What follows belongs to an exercise in optimizing a design on an open flow for small area and a short achievable clock period; a production flow would make more cautious choices.
No functional check of the RTL was part of this run.

==> config.mk <==
export PLATFORM = sky130hd
export DESIGN_NAME = axis_Gauss_1x5
export DESIGN_NICKNAME = axis_Gauss_1x5
export VERILOG_FILES = /design/flow/design.v
export SDC_FILE = /design/flow/constraint.sdc
export NUM_CORES = 4
export LEC_CHECK = 0
export CAP_MARGIN = 20
export CORE_MARGIN = 2
export CORE_UTILIZATION = 40
export SETUP_SLACK_MARGIN = 4.3
export SLEW_MARGIN = 20
export SYNTH_HIERARCHICAL = 1
export SYNTH_MINIMUM_KEEP_SIZE = 0
==> constraint.sdc <==
create_clock -name core_clock -period 8.0 [get_ports {s_axis_aclk}]
set_input_delay 1.6000 -clock core_clock [delete_from_list [all_inputs] [get_ports {s_axis_aclk}]]
set_output_delay 1.6000 -clock core_clock [all_outputs]
set_load 0.01 [all_outputs]
==> design.v <==
`timescale 1ns/1ns
module axis_Gauss_1x5 (
  input  logic       s_axis_aclk,
  input  logic       s_axis_arstn,
  input  logic [7:0] s_axis_tdata,
  input  logic       s_axis_tvalid,
  input  logic       s_axis_tlast,
  output logic [7:0] m_axis_tdata,
  output logic       m_axis_tvalid,
  output logic       m_axis_tlast
);
logic [7:0]  d1, d2, d3, d4;
logic        v1, v2, l1, l2;
logic [13:0] cnt;
logic [9:0] b;
always_ff @(posedge s_axis_aclk) begin
  d1 <= s_axis_tdata;
  d2 <= d1;
  d3 <= d2;
  d4 <= d3;
  v1 <= s_axis_tvalid;
  v2 <= v1;
  l1 <= s_axis_tlast;
  l2 <= l1;
  b <= bnext;
end
always_ff @(posedge s_axis_aclk) begin
  if (!s_axis_arstn || s_axis_tlast)
    cnt <= '0;
  else if (s_axis_tvalid)
    cnt <= cnt + 14'd1;
end
wire edge_pt = (cnt[13:1] == 13'd1);
wire [7:0] x0 = s_axis_tdata;
wire h1_s, h1_c;
gha h1 (.a(d1[0]), .b(d2[1]), .s(h1_s), .co(h1_c));
wire f2_s, f2_c;
gfa f2 (.a(d1[1]), .b(d2[2]), .c(h1_c), .s(f2_s), .co(f2_c));
wire f3_s, f3_c;
gfa f3 (.a(d1[2]), .b(d2[3]), .c(f2_c), .s(f3_s), .co(f3_c));
wire f4_s, f4_c;
gfa f4 (.a(d1[3]), .b(d2[4]), .c(x0[4]), .s(f4_s), .co(f4_c));
wire f5_s, f5_c;
gfa f5 (.a(d1[4]), .b(d2[5]), .c(x0[5]), .s(f5_s), .co(f5_c));
wire f6_s, f6_c;
gfa f6 (.a(d1[5]), .b(d2[6]), .c(x0[6]), .s(f6_s), .co(f6_c));
wire f7_s, f7_c;
gfa f7 (.a(d1[6]), .b(d2[7]), .c(x0[7]), .s(f7_s), .co(f7_c));
wire h8_s, h8_c;
gha h8 (.a(d2[0]), .b(x0[0]), .s(h8_s), .co(h8_c));
wire h9_s, h9_c;
gha h9 (.a(h1_s), .b(x0[1]), .s(h9_s), .co(h9_c));
wire h10_s, h10_c;
gha h10 (.a(f2_s), .b(x0[2]), .s(h10_s), .co(h10_c));
wire h11_s, h11_c;
gha h11 (.a(x0[3]), .b(f3_s), .s(h11_s), .co(h11_c));
wire h12_s, h12_c;
gha h12 (.a(f3_c), .b(f4_s), .s(h12_s), .co(h12_c));
wire h13_s, h13_c;
gha h13 (.a(f4_c), .b(f5_s), .s(h13_s), .co(h13_c));
wire h14_s, h14_c;
gha h14 (.a(f5_c), .b(f6_s), .s(h14_s), .co(h14_c));
wire h15_s, h15_c;
gha h15 (.a(f6_c), .b(f7_s), .s(h15_s), .co(h15_c));
wire h16_s, h16_c;
gha h16 (.a(d1[7]), .b(f7_c), .s(h16_s), .co(h16_c));
wire q17_x;
g_ao21 q17 (.a(h9_c), .b(h9_s), .c(h8_c), .x(q17_x));
wire q18_x;
g_and2 q18 (.a(h9_s), .b(h8_s), .x(q18_x));
wire q19_x;
g_ao21 q19 (.a(h11_c), .b(h11_s), .c(h10_c), .x(q19_x));
wire q20_x;
g_and2 q20 (.a(h11_s), .b(h10_s), .x(q20_x));
wire q21_x;
g_ao21 q21 (.a(h13_c), .b(h13_s), .c(h12_c), .x(q21_x));
wire q22_x;
g_and2 q22 (.a(h13_s), .b(h12_s), .x(q22_x));
wire q23_x;
g_ao21 q23 (.a(h15_c), .b(h15_s), .c(h14_c), .x(q23_x));
wire q24_x;
g_and2 q24 (.a(h15_s), .b(h14_s), .x(q24_x));
wire q25_x;
g_ao21 q25 (.a(h10_c), .b(h10_s), .c(q17_x), .x(q25_x));
wire q26_x;
g_and2 q26 (.a(h10_s), .b(q18_x), .x(q26_x));
wire q27_x;
g_ao21 q27 (.a(q19_x), .b(q20_x), .c(q17_x), .x(q27_x));
wire q28_x;
g_and2 q28 (.a(q20_x), .b(q18_x), .x(q28_x));
wire q29_x;
g_ao21 q29 (.a(h14_c), .b(h14_s), .c(q21_x), .x(q29_x));
wire q30_x;
g_and2 q30 (.a(h14_s), .b(q22_x), .x(q30_x));
wire q31_x;
g_ao21 q31 (.a(q23_x), .b(q24_x), .c(q21_x), .x(q31_x));
wire q32_x;
g_and2 q32 (.a(q24_x), .b(q22_x), .x(q32_x));
wire q33_x;
g_ao21 q33 (.a(h12_c), .b(h12_s), .c(q27_x), .x(q33_x));
wire q34_x;
g_and2 q34 (.a(h12_s), .b(q28_x), .x(q34_x));
wire q35_x;
g_ao21 q35 (.a(q21_x), .b(q22_x), .c(q27_x), .x(q35_x));
wire q36_x;
g_and2 q36 (.a(q22_x), .b(q28_x), .x(q36_x));
wire q37_x;
g_ao21 q37 (.a(q29_x), .b(q30_x), .c(q27_x), .x(q37_x));
wire q38_x;
g_and2 q38 (.a(q30_x), .b(q28_x), .x(q38_x));
wire q39_x;
g_ao21 q39 (.a(q31_x), .b(q32_x), .c(q27_x), .x(q39_x));
wire q40_x;
g_and2 q40 (.a(q32_x), .b(q28_x), .x(q40_x));
wire q41_x;
g_ao21 q41 (.a(h16_c), .b(h16_s), .c(q39_x), .x(q41_x));
wire q42_x;
g_and2 q42 (.a(h16_s), .b(q40_x), .x(q42_x));
wire q43_x;
g_xor2 q43 (.a(h9_s), .b(h8_c), .x(q43_x));
wire q44_x;
g_xor2 q44 (.a(h10_s), .b(q17_x), .x(q44_x));
wire q45_x;
g_xor2 q45 (.a(h11_s), .b(q25_x), .x(q45_x));
wire q46_x;
g_xor2 q46 (.a(h12_s), .b(q27_x), .x(q46_x));
wire q47_x;
g_xor2 q47 (.a(h13_s), .b(q33_x), .x(q47_x));
wire q48_x;
g_xor2 q48 (.a(h14_s), .b(q35_x), .x(q48_x));
wire q49_x;
g_xor2 q49 (.a(h15_s), .b(q37_x), .x(q49_x));
wire q50_x;
g_xor2 q50 (.a(h16_s), .b(q39_x), .x(q50_x));
wire q51_x;
g_xor2 q51 (.a(1'b0), .b(q41_x), .x(q51_x));
wire [9:0] bnext = {q51_x, q50_x, q49_x, q48_x, q47_x, q46_x, q45_x, q44_x, q43_x, h8_s};
wire [8:0] t52;
g_lut29 t52_u (.a(d4[3:0]), .x(t52));
wire [8:0] t53;
g_lut29 t53_u (.a(d4[7:4]), .x(t53));
wire h54_s, h54_c;
gha h54 (.a(d2[0]), .b(t52[1]), .s(h54_s), .co(h54_c));
wire i55 = ~d2[1];
wire f56_s, f56_c;
gfa f56 (.a(i55), .b(d2[0]), .c(t52[2]), .s(f56_s), .co(f56_c));
wire f57_s, f57_c;
gfa f57 (.a(h54_c), .b(f56_s), .c(x0[2]), .s(f57_s), .co(f57_c));
wire f58_s, f58_c;
gfa f58 (.a(d2[2]), .b(d2[1]), .c(d2[1]), .s(f58_s), .co(f58_c));
wire f59_s, f59_c;
gfa f59 (.a(t52[3]), .b(f58_s), .c(f56_c), .s(f59_s), .co(f59_c));
wire i60 = ~x0[1];
wire f61_s, f61_c;
gfa f61 (.a(x0[3]), .b(i60), .c(f59_s), .s(f61_s), .co(f61_c));
wire f62_s, f62_c;
gfa f62 (.a(b[0]), .b(d2[3]), .c(d2[2]), .s(f62_s), .co(f62_c));
wire f63_s, f63_c;
gfa f63 (.a(t52[4]), .b(t53[0]), .c(f58_c), .s(f63_s), .co(f63_c));
wire f64_s, f64_c;
gfa f64 (.a(f62_s), .b(f63_s), .c(x0[4]), .s(f64_s), .co(f64_c));
wire i65 = ~x0[2];
wire f66_s, f66_c;
gfa f66 (.a(i65), .b(f59_c), .c(f64_s), .s(f66_s), .co(f66_c));
wire i67 = ~b[1];
wire f68_s, f68_c;
gfa f68 (.a(i67), .b(d2[4]), .c(d2[3]), .s(f68_s), .co(f68_c));
wire i69 = ~b[0];
wire f70_s, f70_c;
gfa f70 (.a(i69), .b(t52[5]), .c(t53[1]), .s(f70_s), .co(f70_c));
wire f71_s, f71_c;
gfa f71 (.a(f62_c), .b(f68_s), .c(f63_c), .s(f71_s), .co(f71_c));
wire f72_s, f72_c;
gfa f72 (.a(f70_s), .b(x0[5]), .c(x0[0]), .s(f72_s), .co(f72_c));
wire i73 = ~x0[3];
wire f74_s, f74_c;
gfa f74 (.a(i73), .b(f71_s), .c(f64_c), .s(f74_s), .co(f74_c));
wire h75_s, h75_c;
gha h75 (.a(f72_s), .b(f66_c), .s(h75_s), .co(h75_c));
wire i76 = ~b[2];
wire f77_s, f77_c;
gfa f77 (.a(i76), .b(d2[5]), .c(d2[4]), .s(f77_s), .co(f77_c));
wire f78_s, f78_c;
gfa f78 (.a(t52[6]), .b(t53[2]), .c(f68_c), .s(f78_s), .co(f78_c));
wire f79_s, f79_c;
gfa f79 (.a(f77_s), .b(f70_c), .c(x0[6]), .s(f79_s), .co(f79_c));
wire f80_s, f80_c;
gfa f80 (.a(x0[1]), .b(f78_s), .c(f71_c), .s(f80_s), .co(f80_c));
wire i81 = ~x0[4];
wire f82_s, f82_c;
gfa f82 (.a(i81), .b(f72_c), .c(f79_s), .s(f82_s), .co(f82_c));
wire f83_s, f83_c;
gfa f83 (.a(f80_s), .b(f74_c), .c(f82_s), .s(f83_s), .co(f83_c));
wire i84 = ~b[3];
wire f85_s, f85_c;
gfa f85 (.a(i84), .b(d2[6]), .c(d2[5]), .s(f85_s), .co(f85_c));
wire f86_s, f86_c;
gfa f86 (.a(t52[7]), .b(t53[3]), .c(f77_c), .s(f86_s), .co(f86_c));
wire f87_s, f87_c;
gfa f87 (.a(f85_s), .b(f78_c), .c(x0[7]), .s(f87_s), .co(f87_c));
wire i88 = ~x0[5];
wire f89_s, f89_c;
gfa f89 (.a(i88), .b(x0[2]), .c(f86_s), .s(f89_s), .co(f89_c));
wire f90_s, f90_c;
gfa f90 (.a(f79_c), .b(f87_s), .c(f89_s), .s(f90_s), .co(f90_c));
wire f91_s, f91_c;
gfa f91 (.a(f80_c), .b(f82_c), .c(f90_s), .s(f91_s), .co(f91_c));
wire f92_s, f92_c;
gfa f92 (.a(b[0]), .b(d2[7]), .c(d2[6]), .s(f92_s), .co(f92_c));
wire i93 = ~b[4];
wire f94_s, f94_c;
gfa f94 (.a(i93), .b(t52[8]), .c(t53[4]), .s(f94_s), .co(f94_c));
wire f95_s, f95_c;
gfa f95 (.a(f85_c), .b(f92_s), .c(f94_s), .s(f95_s), .co(f95_c));
wire i96 = ~x0[6];
wire f97_s, f97_c;
gfa f97 (.a(f86_c), .b(i96), .c(x0[3]), .s(f97_s), .co(f97_c));
wire f98_s, f98_c;
gfa f98 (.a(f87_c), .b(f95_s), .c(f89_c), .s(f98_s), .co(f98_c));
wire f99_s, f99_c;
gfa f99 (.a(f97_s), .b(f90_c), .c(f98_s), .s(f99_s), .co(f99_c));
wire i100 = ~b[5];
wire f101_s, f101_c;
gfa f101 (.a(i100), .b(b[1]), .c(d2[7]), .s(f101_s), .co(f101_c));
wire f102_s, f102_c;
gfa f102 (.a(t53[5]), .b(f92_c), .c(f101_s), .s(f102_s), .co(f102_c));
wire i103 = ~x0[7];
wire f104_s, f104_c;
gfa f104 (.a(f94_c), .b(i103), .c(x0[4]), .s(f104_s), .co(f104_c));
wire f105_s, f105_c;
gfa f105 (.a(f102_s), .b(f95_c), .c(f97_c), .s(f105_s), .co(f105_c));
wire f106_s, f106_c;
gfa f106 (.a(f104_s), .b(f98_c), .c(f105_s), .s(f106_s), .co(f106_c));
wire f107_s, f107_c;
gfa f107 (.a(b[6]), .b(b[2]), .c(t53[6]), .s(f107_s), .co(f107_c));
wire f108_s, f108_c;
gfa f108 (.a(f101_c), .b(f107_s), .c(x0[5]), .s(f108_s), .co(f108_c));
wire f109_s, f109_c;
gfa f109 (.a(f102_c), .b(f104_c), .c(f108_s), .s(f109_s), .co(f109_c));
wire h110_s, h110_c;
gha h110 (.a(f105_c), .b(f109_s), .s(h110_s), .co(h110_c));
wire i111 = ~b[6];
wire f112_s, f112_c;
gfa f112 (.a(b[7]), .b(b[3]), .c(i111), .s(f112_s), .co(f112_c));
wire f113_s, f113_c;
gfa f113 (.a(t53[7]), .b(f112_s), .c(f107_c), .s(f113_s), .co(f113_c));
wire f114_s, f114_c;
gfa f114 (.a(x0[6]), .b(f113_s), .c(f108_c), .s(f114_s), .co(f114_c));
wire h115_s, h115_c;
gha h115 (.a(f109_c), .b(f114_s), .s(h115_s), .co(h115_c));
wire i116 = ~b[7];
wire f117_s, f117_c;
gfa f117 (.a(b[8]), .b(b[4]), .c(i116), .s(f117_s), .co(f117_c));
wire f118_s, f118_c;
gfa f118 (.a(t53[8]), .b(f112_c), .c(f117_s), .s(f118_s), .co(f118_c));
wire f119_s, f119_c;
gfa f119 (.a(x0[7]), .b(f118_s), .c(f113_c), .s(f119_s), .co(f119_c));
wire h120_s, h120_c;
gha h120 (.a(f119_s), .b(f114_c), .s(h120_s), .co(h120_c));
wire i121 = ~b[8];
wire f122_s, f122_c;
gfa f122 (.a(b[9]), .b(b[5]), .c(i121), .s(f122_s), .co(f122_c));
wire f123_s, f123_c;
gfa f123 (.a(f117_c), .b(f122_s), .c(f118_c), .s(f123_s), .co(f123_c));
wire h124_s, h124_c;
gha h124 (.a(f123_s), .b(f119_c), .s(h124_s), .co(h124_c));
wire i125 = ~b[9];
wire f126_s, f126_c;
gfa f126 (.a(b[6]), .b(i125), .c(f122_c), .s(f126_s), .co(f126_c));
wire h127_s, h127_c;
gha h127 (.a(f126_s), .b(f123_c), .s(h127_s), .co(h127_c));
wire h128_s, h128_c;
gha h128 (.a(f126_c), .b(h127_c), .s(h128_s), .co(h128_c));
wire h129_s, h129_c;
gha h129 (.a(b[7]), .b(h128_c), .s(h129_s), .co(h129_c));
wire h130_s, h130_c;
gha h130 (.a(b[8]), .b(h129_c), .s(h130_s), .co(h130_c));
wire i131 = ~x0[0];
wire h132_s, h132_c;
gha h132 (.a(t52[0]), .b(x0[0]), .s(h132_s), .co(h132_c));
wire h133_s, h133_c;
gha h133 (.a(h54_s), .b(x0[1]), .s(h133_s), .co(h133_c));
wire h134_s, h134_c;
gha h134 (.a(i131), .b(f57_s), .s(h134_s), .co(h134_c));
wire h135_s, h135_c;
gha h135 (.a(f57_c), .b(f61_s), .s(h135_s), .co(h135_c));
wire h136_s, h136_c;
gha h136 (.a(f61_c), .b(f66_s), .s(h136_s), .co(h136_c));
wire h137_s, h137_c;
gha h137 (.a(f74_s), .b(h75_s), .s(h137_s), .co(h137_c));
wire h138_s, h138_c;
gha h138 (.a(h75_c), .b(f83_s), .s(h138_s), .co(h138_c));
wire q139_x;
g_ao21 q139 (.a(h133_c), .b(h133_s), .c(h132_c), .x(q139_x));
wire q140_x;
g_and2 q140 (.a(h133_s), .b(h132_s), .x(q140_x));
wire q141_x;
g_ao21 q141 (.a(h135_c), .b(h135_s), .c(h134_c), .x(q141_x));
wire q142_x;
g_and2 q142 (.a(h135_s), .b(h134_s), .x(q142_x));
wire q143_x;
g_ao21 q143 (.a(h137_c), .b(h137_s), .c(h136_c), .x(q143_x));
wire q144_x;
g_and2 q144 (.a(h137_s), .b(h136_s), .x(q144_x));
wire q145_x;
g_ao21 q145 (.a(h134_c), .b(h134_s), .c(q139_x), .x(q145_x));
wire q146_x;
g_and2 q146 (.a(h134_s), .b(q140_x), .x(q146_x));
wire q147_x;
g_ao21 q147 (.a(q141_x), .b(q142_x), .c(q139_x), .x(q147_x));
wire q148_x;
g_and2 q148 (.a(q142_x), .b(q140_x), .x(q148_x));
wire q149_x;
g_ao21 q149 (.a(h138_c), .b(h138_s), .c(q143_x), .x(q149_x));
wire q150_x;
g_and2 q150 (.a(h138_s), .b(q144_x), .x(q150_x));
wire q151_x;
g_ao21 q151 (.a(h136_c), .b(h136_s), .c(q147_x), .x(q151_x));
wire q152_x;
g_and2 q152 (.a(h136_s), .b(q148_x), .x(q152_x));
wire q153_x;
g_ao21 q153 (.a(q143_x), .b(q144_x), .c(q147_x), .x(q153_x));
wire q154_x;
g_and2 q154 (.a(q144_x), .b(q148_x), .x(q154_x));
wire q155_x;
g_ao21 q155 (.a(q149_x), .b(q150_x), .c(q147_x), .x(q155_x));
wire q156_x;
g_and2 q156 (.a(q150_x), .b(q148_x), .x(q156_x));
wire q157_x;
g_ao21 q157 (.a(h133_c), .b(h133_s), .c(h132_c), .x(q157_x));
wire q158_x;
g_ao21 q158 (.a(h134_c), .b(h134_s), .c(q157_x), .x(q158_x));
wire q159_x;
g_ao21 q159 (.a(h135_c), .b(h135_s), .c(q158_x), .x(q159_x));
wire q160_x;
g_ao21 q160 (.a(h136_c), .b(h136_s), .c(q159_x), .x(q160_x));
wire q161_x;
g_ao21 q161 (.a(h137_c), .b(h137_s), .c(q160_x), .x(q161_x));
wire q162_x;
g_ao21 q162 (.a(h138_c), .b(h138_s), .c(q161_x), .x(q162_x));
wire h163_s, h163_c;
gha h163 (.a(h120_s), .b(h115_c), .s(h163_s), .co(h163_c));
wire h164_s, h164_c;
gha h164 (.a(h124_s), .b(h120_c), .s(h164_s), .co(h164_c));
wire h165_s, h165_c;
gha h165 (.a(h127_s), .b(h124_c), .s(h165_s), .co(h165_c));
wire h166_s, h166_c;
gha h166 (.a(i116), .b(h128_s), .s(h166_s), .co(h166_c));
wire h167_s, h167_c;
gha h167 (.a(i121), .b(h129_s), .s(h167_s), .co(h167_c));
wire h168_s, h168_c;
gha h168 (.a(i125), .b(h130_s), .s(h168_s), .co(h168_c));
wire q169_x;
g_ao21 q169 (.a(h164_c), .b(h164_s), .c(h163_c), .x(q169_x));
wire q170_x;
g_and2 q170 (.a(h164_s), .b(h163_s), .x(q170_x));
wire q171_x;
g_ao21 q171 (.a(h166_c), .b(h166_s), .c(h165_c), .x(q171_x));
wire q172_x;
g_and2 q172 (.a(h166_s), .b(h165_s), .x(q172_x));
wire q173_x;
g_ao21 q173 (.a(h168_c), .b(h168_s), .c(h167_c), .x(q173_x));
wire q174_x;
g_and2 q174 (.a(h168_s), .b(h167_s), .x(q174_x));
wire q175_x;
g_ao21 q175 (.a(h165_c), .b(h165_s), .c(q169_x), .x(q175_x));
wire q176_x;
g_and2 q176 (.a(h165_s), .b(q170_x), .x(q176_x));
wire q177_x;
g_ao21 q177 (.a(q171_x), .b(q172_x), .c(q169_x), .x(q177_x));
wire q178_x;
g_and2 q178 (.a(q172_x), .b(q170_x), .x(q178_x));
wire q179_x;
g_ao21 q179 (.a(h167_c), .b(h167_s), .c(q177_x), .x(q179_x));
wire q180_x;
g_and2 q180 (.a(h167_s), .b(q178_x), .x(q180_x));
wire q181_x;
g_ao21 q181 (.a(q173_x), .b(q174_x), .c(q177_x), .x(q181_x));
wire q182_x;
g_and2 q182 (.a(q174_x), .b(q178_x), .x(q182_x));
wire q183_x;
g_xor2 q183 (.a(h164_s), .b(h163_c), .x(q183_x));
wire q184_x;
g_xor2 q184 (.a(h165_s), .b(q169_x), .x(q184_x));
wire q185_x;
g_xor2 q185 (.a(h166_s), .b(q175_x), .x(q185_x));
wire q186_x;
g_xor2 q186 (.a(h167_s), .b(q177_x), .x(q186_x));
wire q187_x;
g_xor2 q187 (.a(h168_s), .b(q179_x), .x(q187_x));
wire h188_s, h188_c;
gha h188 (.a(f83_c), .b(f91_s), .s(h188_s), .co(h188_c));
wire h189_s, h189_c;
gha h189 (.a(f91_c), .b(f99_s), .s(h189_s), .co(h189_c));
wire h190_s, h190_c;
gha h190 (.a(f99_c), .b(f106_s), .s(h190_s), .co(h190_c));
wire h191_s, h191_c;
gha h191 (.a(h110_s), .b(f106_c), .s(h191_s), .co(h191_c));
wire h192_s, h192_c;
gha h192 (.a(h110_c), .b(h115_s), .s(h192_s), .co(h192_c));
wire [10:0] ua = {q187_x, q186_x, q185_x, q184_x, q183_x, h163_s, h192_s, h191_s, h190_s, h189_s, h188_s};
wire [10:0] ub = {1'b0, 1'b0, 1'b0, 1'b0, 1'b0, 1'b0, h192_c, h191_c, h190_c, h189_c, h188_c};
wire uc = q162_x;
logic [10:0] oa, ob;
logic oc;
always_ff @(posedge s_axis_aclk) begin
  oa <= edge_pt ? {d2, 3'd0} : ua;
  ob <= edge_pt ? 11'd0 : ub;
  oc <= ~edge_pt & uc;
  m_axis_tvalid <= v2;
  m_axis_tlast  <= l2 & ~edge_pt;
end
assign m_axis_tdata = {oa[10] ^ (1'b0 | oa[9] & 1'b0 | oa[9] & oa[8] & 1'b0 | oa[9] & oa[8] & oa[7] & 1'b0 | oa[9] & oa[8] & oa[7] & oa[6] & 1'b0 | oa[9] & oa[8] & oa[7] & oa[6] & oa[5] & ob[4] | oa[9] & oa[8] & oa[7] & oa[6] & oa[5] & oa[4] & ob[3] | oa[9] & oa[8] & oa[7] & oa[6] & oa[5] & oa[4] & oa[3] & ob[2] | oa[9] & oa[8] & oa[7] & oa[6] & oa[5] & oa[4] & oa[3] & oa[2] & ob[1] | oa[9] & oa[8] & oa[7] & oa[6] & oa[5] & oa[4] & oa[3] & oa[2] & oa[1] & ob[0] | oa[9] & oa[8] & oa[7] & oa[6] & oa[5] & oa[4] & oa[3] & oa[2] & oa[1] & oa[0] & oc), oa[9] ^ (1'b0 | oa[8] & 1'b0 | oa[8] & oa[7] & 1'b0 | oa[8] & oa[7] & oa[6] & 1'b0 | oa[8] & oa[7] & oa[6] & oa[5] & ob[4] | oa[8] & oa[7] & oa[6] & oa[5] & oa[4] & ob[3] | oa[8] & oa[7] & oa[6] & oa[5] & oa[4] & oa[3] & ob[2] | oa[8] & oa[7] & oa[6] & oa[5] & oa[4] & oa[3] & oa[2] & ob[1] | oa[8] & oa[7] & oa[6] & oa[5] & oa[4] & oa[3] & oa[2] & oa[1] & ob[0] | oa[8] & oa[7] & oa[6] & oa[5] & oa[4] & oa[3] & oa[2] & oa[1] & oa[0] & oc), oa[8] ^ (1'b0 | oa[7] & 1'b0 | oa[7] & oa[6] & 1'b0 | oa[7] & oa[6] & oa[5] & ob[4] | oa[7] & oa[6] & oa[5] & oa[4] & ob[3] | oa[7] & oa[6] & oa[5] & oa[4] & oa[3] & ob[2] | oa[7] & oa[6] & oa[5] & oa[4] & oa[3] & oa[2] & ob[1] | oa[7] & oa[6] & oa[5] & oa[4] & oa[3] & oa[2] & oa[1] & ob[0] | oa[7] & oa[6] & oa[5] & oa[4] & oa[3] & oa[2] & oa[1] & oa[0] & oc), oa[7] ^ (1'b0 | oa[6] & 1'b0 | oa[6] & oa[5] & ob[4] | oa[6] & oa[5] & oa[4] & ob[3] | oa[6] & oa[5] & oa[4] & oa[3] & ob[2] | oa[6] & oa[5] & oa[4] & oa[3] & oa[2] & ob[1] | oa[6] & oa[5] & oa[4] & oa[3] & oa[2] & oa[1] & ob[0] | oa[6] & oa[5] & oa[4] & oa[3] & oa[2] & oa[1] & oa[0] & oc), oa[6] ^ (1'b0 | oa[5] & ob[4] | oa[5] & oa[4] & ob[3] | oa[5] & oa[4] & oa[3] & ob[2] | oa[5] & oa[4] & oa[3] & oa[2] & ob[1] | oa[5] & oa[4] & oa[3] & oa[2] & oa[1] & ob[0] | oa[5] & oa[4] & oa[3] & oa[2] & oa[1] & oa[0] & oc), oa[5] ^ (ob[4] | oa[4] & ob[3] | oa[4] & oa[3] & ob[2] | oa[4] & oa[3] & oa[2] & ob[1] | oa[4] & oa[3] & oa[2] & oa[1] & ob[0] | oa[4] & oa[3] & oa[2] & oa[1] & oa[0] & oc), oa[4] ^ (ob[3] | oa[3] & ob[2] | oa[3] & oa[2] & ob[1] | oa[3] & oa[2] & oa[1] & ob[0] | oa[3] & oa[2] & oa[1] & oa[0] & oc), oa[3] ^ (ob[2] | oa[2] & ob[1] | oa[2] & oa[1] & ob[0] | oa[2] & oa[1] & oa[0] & oc)};
endmodule
module g_maj3 (
  input  logic a,
  input  logic b,
  input  logic c,
  output logic x
);
assign x = (a & b) | (a & c) | (b & c);
endmodule
module g_or2 (
  input  logic a,
  input  logic b,
  output logic x
);
assign x = a | b;
endmodule
module g_lut29 (
  input  logic [3:0] a,
  output logic [8:0] x
);
assign x = 9'd29 * a;
endmodule
module g_and2 (
  input  logic a,
  input  logic b,
  output logic x
);
assign x = a & b;
endmodule
module g_xor2 (
  input  logic a,
  input  logic b,
  output logic x
);
assign x = a ^ b;
endmodule
module g_ao21 (
  input  logic a,
  input  logic b,
  input  logic c,
  output logic x
);
assign x = a | (b & c);
endmodule
module gha (
  input  logic a,
  input  logic b,
  output logic s,
  output logic co
);
assign s  = a ^ b;
assign co = a & b;
endmodule
module gfa (
  input  logic a,
  input  logic b,
  input  logic c,
  output logic s,
  output logic co
);
assign s  = a ^ b ^ c;
assign co = (a & b) | (a & c) | (b & c);
endmodule
==> flow/run.sh <==
#!/bin/bash
# Layout flow: the standard flow, with plain buffers on the ports and a clock
# tree of small buffers without dummy loads.
export BUFFER_PORTS_ARGS="-buffer_cell sky130_fd_sc_hd__buf_2"
export CTS_ARGS="-sink_clustering_enable -repair_clock_nets -dont_use_dummy_load -buf_list \"sky130_fd_sc_hd__clkbuf_4 sky130_fd_sc_hd__clkbuf_8\""
bash standard.sh > standard.log 2>&1
==> standard.sh <==
#!/bin/bash
# synth_recipe.tcl (not shown) runs the flow's synth.tcl, then flattens the netlist and writes it again
# the make line also repeats each setting of config.mk as NAME=value (left out here)
make -C /OpenROAD-flow-scripts/flow DESIGN_CONFIG=/design/flow/config.mk WORK_HOME=/design/flow/orfs CLKGATE_MAP_FILE= SYNTH_SCRIPT=/design/flow/synth_recipe.tcl "${@:-finish}"
==> impl_metrics.tcl <==
set metrics [dict create \
    status "complete, no violations" \
    wire_per_inst_um 15.4 \
    p_comb_share_pct 74.4 \
    slowest_delay_ns 0.55 \
    path_clk_slew_ns 0.08 \
    hold_class "flop to flop" \
    crit_required_ns 8.23 \
    start_util_pct 41.4 \
    io-pin-count 22 \
    power_density_nw_per_um2 524 \
    drc 0 \
    drive_gt1_share_pct 26.9 \
    ff2ff_path_depth 13 \
    relSlewSlack_pct 65.4 \
    worstSetupPathType "flop to flop" \
    fmax_mhz 218 \
    synth_seq_area_share_pct 31.5 \
    vias 3011 \
    synth-warning-count 7 \
    cp-startpoint "d4[1]$_DFF_P_" \
    post-route-util_pct 49.3 \
    crit_chain "buf_6 > ha_4 > fa_2 > ha_4 > a211oi_2 > or4b_1 > o2111ai_2 > fa_2 > fa_2 > fa_2 > fa_2 > ha_1 > and2_1" \
    grt_max_degree 20 \
    insertedDiodeCount 0 \
    path_delay_family "adder cells" \
    overflow 0 \
    clock-sinks 79 \
    drt_pass1_iterations 5 \
    gp_congestion 0.800 \
    cts_made_buffers 9 \
    ctsLongestPathBuffers 2 \
    critPathMaxFanout 5 \
    endpoint_kind "flop" \
    clock_power_share_pct 7.4 \
    synthesis.nets 555 \
    ant_nets 0 \
    htreeDepth 3 \
    hold_viol 0 \
    clockRootBuffer "clkbuf_8" \
    worst-r2r-setup-slack_ns 3.41 \
    tightest_slew_ns 0.514 \
    dieWidth_um 116 \
    cts_tree "done" \
    ys_seq_elements 79 \
    syn_to_final_growth_pct 19.0 \
    r2r_end "oa[1]$_SDFF_PP0_" \
    syn_area_um2 5020 \
    whs_endpoint "d4[0]$_DFF_P_" \
    nNetsFinal 592 \
    path_common_cell "fa_2" \
    dieHeight_um 116 \
    die-area_um2 13500 \
    p_int_mw 1.97 \
    min_period_over_period_pct 57.3 \
    cp.arrival_ns 4.82 \
    rsz0062_at_grt "yes" \
    clk_latency_ns 0.35 \
    cts-hold-fix-buffers 0 \
    vias_per_cell 4.87 \
    std_cell_rows 40 \
    cp_slowest_cell "fa_2" \
    crit_path_start_kind "flop" \
    slew_violations 0 \
    track_usage_pct 16.2 \
    max-cap-violations 0 \
    drt_iter0_drc 71 \
    wirelength_um 9530 \
    switching_share_pct 37.0 \
    synthCells 415 \
    finalPower_mw 3.13 \
    worstHoldPathCells 0 \
    ys_types 38 \
    p_leak_nw 2.60 \
    crit_buf_inv 1 \
    grt_antenna_before_repair 0 \
    regToRegStartpoint "d4[1]$_DFF_P_" \
    p_seq_share_pct 18.2 \
    finClkSkew_ns 0.0215 \
    power.switching_mw 1.16 \
    core-area_um2 12100 \
    dp_hpwl_um 7500 \
    min_period_ns 4.59 \
    first_global_vias 3303 \
    finalSetupViolCount 0 \
    syn_avg_cell_area_um2 12.1 \
    grt_first_pass_wirelength_um 16300 \
    crit_cells 13 \
    fin_setup_tns_ns 0 \
    peakVddDrop_mv 0.341 \
    portBuffers 21 \
    hp-start "d3[0]$_DFF_P_" \
]
[cells in the mapped netlist, drive strengths merged]
cell type / number / area share [%]
fa: 63 / 25
xnor2: 9 / 1.6
a31oi: 2 / 0.25
nand2b: 2 / 0.25
or4: 1 / 0.15
or4b: 2 / 0.40
mux2: 7 / 1.6
o21ai: 7 / 0.70
ha: 65 / 16
a21oi: 5 / 0.50
nand2: 7 / 0.52
clkbuf: 2 / 0.15
mux2i: 1 / 0.20
o2111ai: 2 / 0.35
dfxtp: 79 / 32
nor3b: 6 / 0.90
a211oi: 3 / 0.45
conb: 1 / 0.075
o21a: 1 / 0.15
or3: 1 / 0.12
inv: 31 / 2.3
nor4: 2 / 0.37
and4: 1 / 0.17
buf: 5 / 0.82
nand3: 3 / 0.30
nand4: 6 / 0.75
nor2: 21 / 1.6
nand4b: 1 / 0.47
xor2: 30 / 5.2
a21o: 28 / 4.2
and2: 16 / 2.0
nor3: 4 / 0.40
o41ai: 1 / 0.17
[layout by cell type (no fill, tap or decap), drive strengths merged]
master   count
a211oi       3
a21o        28
a21oi        5
a31oi        2
and2        16
and4         1
buf         33
clkbuf       9
conb         1
dfxtp       79
fa          63
ha          65
inv         31
mux2         7
mux2i        1
nand2        7
nand2b       2
nand3        3
nand4        6
nand4b       1
nor2        21
nor3         4
nor3b        6
nor4         2
o2111ai      2
o21a         1
o21ai        7
o41ai        1
or3          1
or4          1
or4b         2
xnor2        9
xor2        30
[final cells by class]
class                      count  area [µm²]
clock buffer                   9         124
multi-input combinational    298        3710
fill                        1120        6140
tap                          168         210
timing repair buffer          33         206
inverter                      31         116
sequential                    79        1600
[stage by stage]
stage	cells	hold slack, ns	setup slack (ns)	area [µm²]
after floorplan	415	0.309	3.49	5320
after global placement	598	0.312	3.40	5590
after detailed placement	598	0.312	3.35	5590
after CTS	616	0.303	3.40	5900
after global routing	618	0.304	3.32	5980
final	618	0.301	3.41	5980
[registers in the layout, summed over array words and instances (netlist names), 5 cells and up]
signal / flops
cnt: 14
oa: 11
b: 10
d1: 8
d2: 8
d3: 8
d4: 8
ob: 5
[metal layers]
layer | track usage [%] | vias to the layer above | wire [µm]
li1 | - | 1453 | -
met1 | 21.1 | 1503 | 4340
met2 | 27.2 | 43 | 4750
met3 | 3.50 | 12 | 294
met4 | 4.92 | 0 | 144
met5 | 0 | - | 0
[worst reg2reg max path, stage by stage (launching register included)]
cell and delay [ns]:
dfxtp_4 0.38, buf_6 0.12, ha_4 0.15, fa_2 0.48
ha_4 0.29, a211oi_2 0.06, or4b_1 0.52, o2111ai_2 0.13
fa_2 0.49, fa_2 0.55, fa_2 0.44, fa_2 0.53
ha_1 0.21, and2_1 0.13
[power by group through the flow]
stage | combinational (mW) | sequential, mW | clock (mW)
2_1_floorplan | 1.78 | 0.561 | 0
3_3_place_gp | 2.13 | 0.577 | 0
3_5_place_dp | 2.19 | 0.579 | 0
4_1_cts | 2.35 | 0.569 | 0.240
5_1_grt | 2.66 | 0.582 | 0.255
6_report | 2.33 | 0.569 | 0.231
[how the worst max path moves through the flow]
| stage | slack (ns) | endpoint |
|---|---|---|
| after CTS | 3.40 | oa[1]$_SDFF_PP0_ |
| after floorplan | 3.49 | oa[10]$_DFF_P_ |
| after detailed placement | 3.35 | oa[10]$_DFF_P_ |
| final | 3.41 | oa[1]$_SDFF_PP0_ |
| after global routing | 3.32 | oa[0]$_SDFF_PP0_ |
| after global placement | 3.40 | oa[10]$_DFF_P_ |
[per-module statistics from Yosys, one instance, submodules excluded]
module          area [µm²]  copies in the design
axis_Gauss_1x5        2330                     1
g_lut29                387                     2
gfa                   20.0                    55
gha                   12.5                    38
g_xor2                8.76                    14
g_ao21                7.51                    24
g_and2                6.26                     6
[repair_timing]
item	4_1_cts	5_1_grt
gates resized for setup	18	13
setup endpoints to repair	17	23
cloned	0	0
pin swaps	15	23
setup buffers	9	2
[logic make-up after synthesis]
family	share of synthesized area, %
adder cells (fa/ha/maj)	41.3
multiplexers	1.77
buffers and inverters	3.29
AND/OR/NAND/NOR	8.42
XOR/XNOR	6.80
AO/OA/AOI/OAI	6.80
other	0.0747
flip-flops	31.5

separate check: timing with driven ports:
No port has a modelled driver above. Below, the same layout with a new extraction and two added sets of constraints. Step 1: set_driving_cell puts a clkbuf_16 on s_axis_aclk and a buf_2 on each other input, an assumption about the parent block. Step 2 moves the port delays by t, midway between the first and last clock arrival at a register: inputs arrive t later, outputs are due t later. That takes back most of the time a late clock gives input paths. Three values: ideal, step 1, step 2; two values: the first two.
t (ns): 0.373
setup WS [ns]: 3.413 / 3.413 / 3.413
hold slack, ns: 0.301 / 0.301 / 0.301
worst register clock-pin slew, ns: 0.08 / 0.08
cell pins on the clock port's net: 1
After both steps this run still meets setup and hold. The setup slack of this run moves by 0.000 ns with the drivers and by 0.000 ns with both steps.
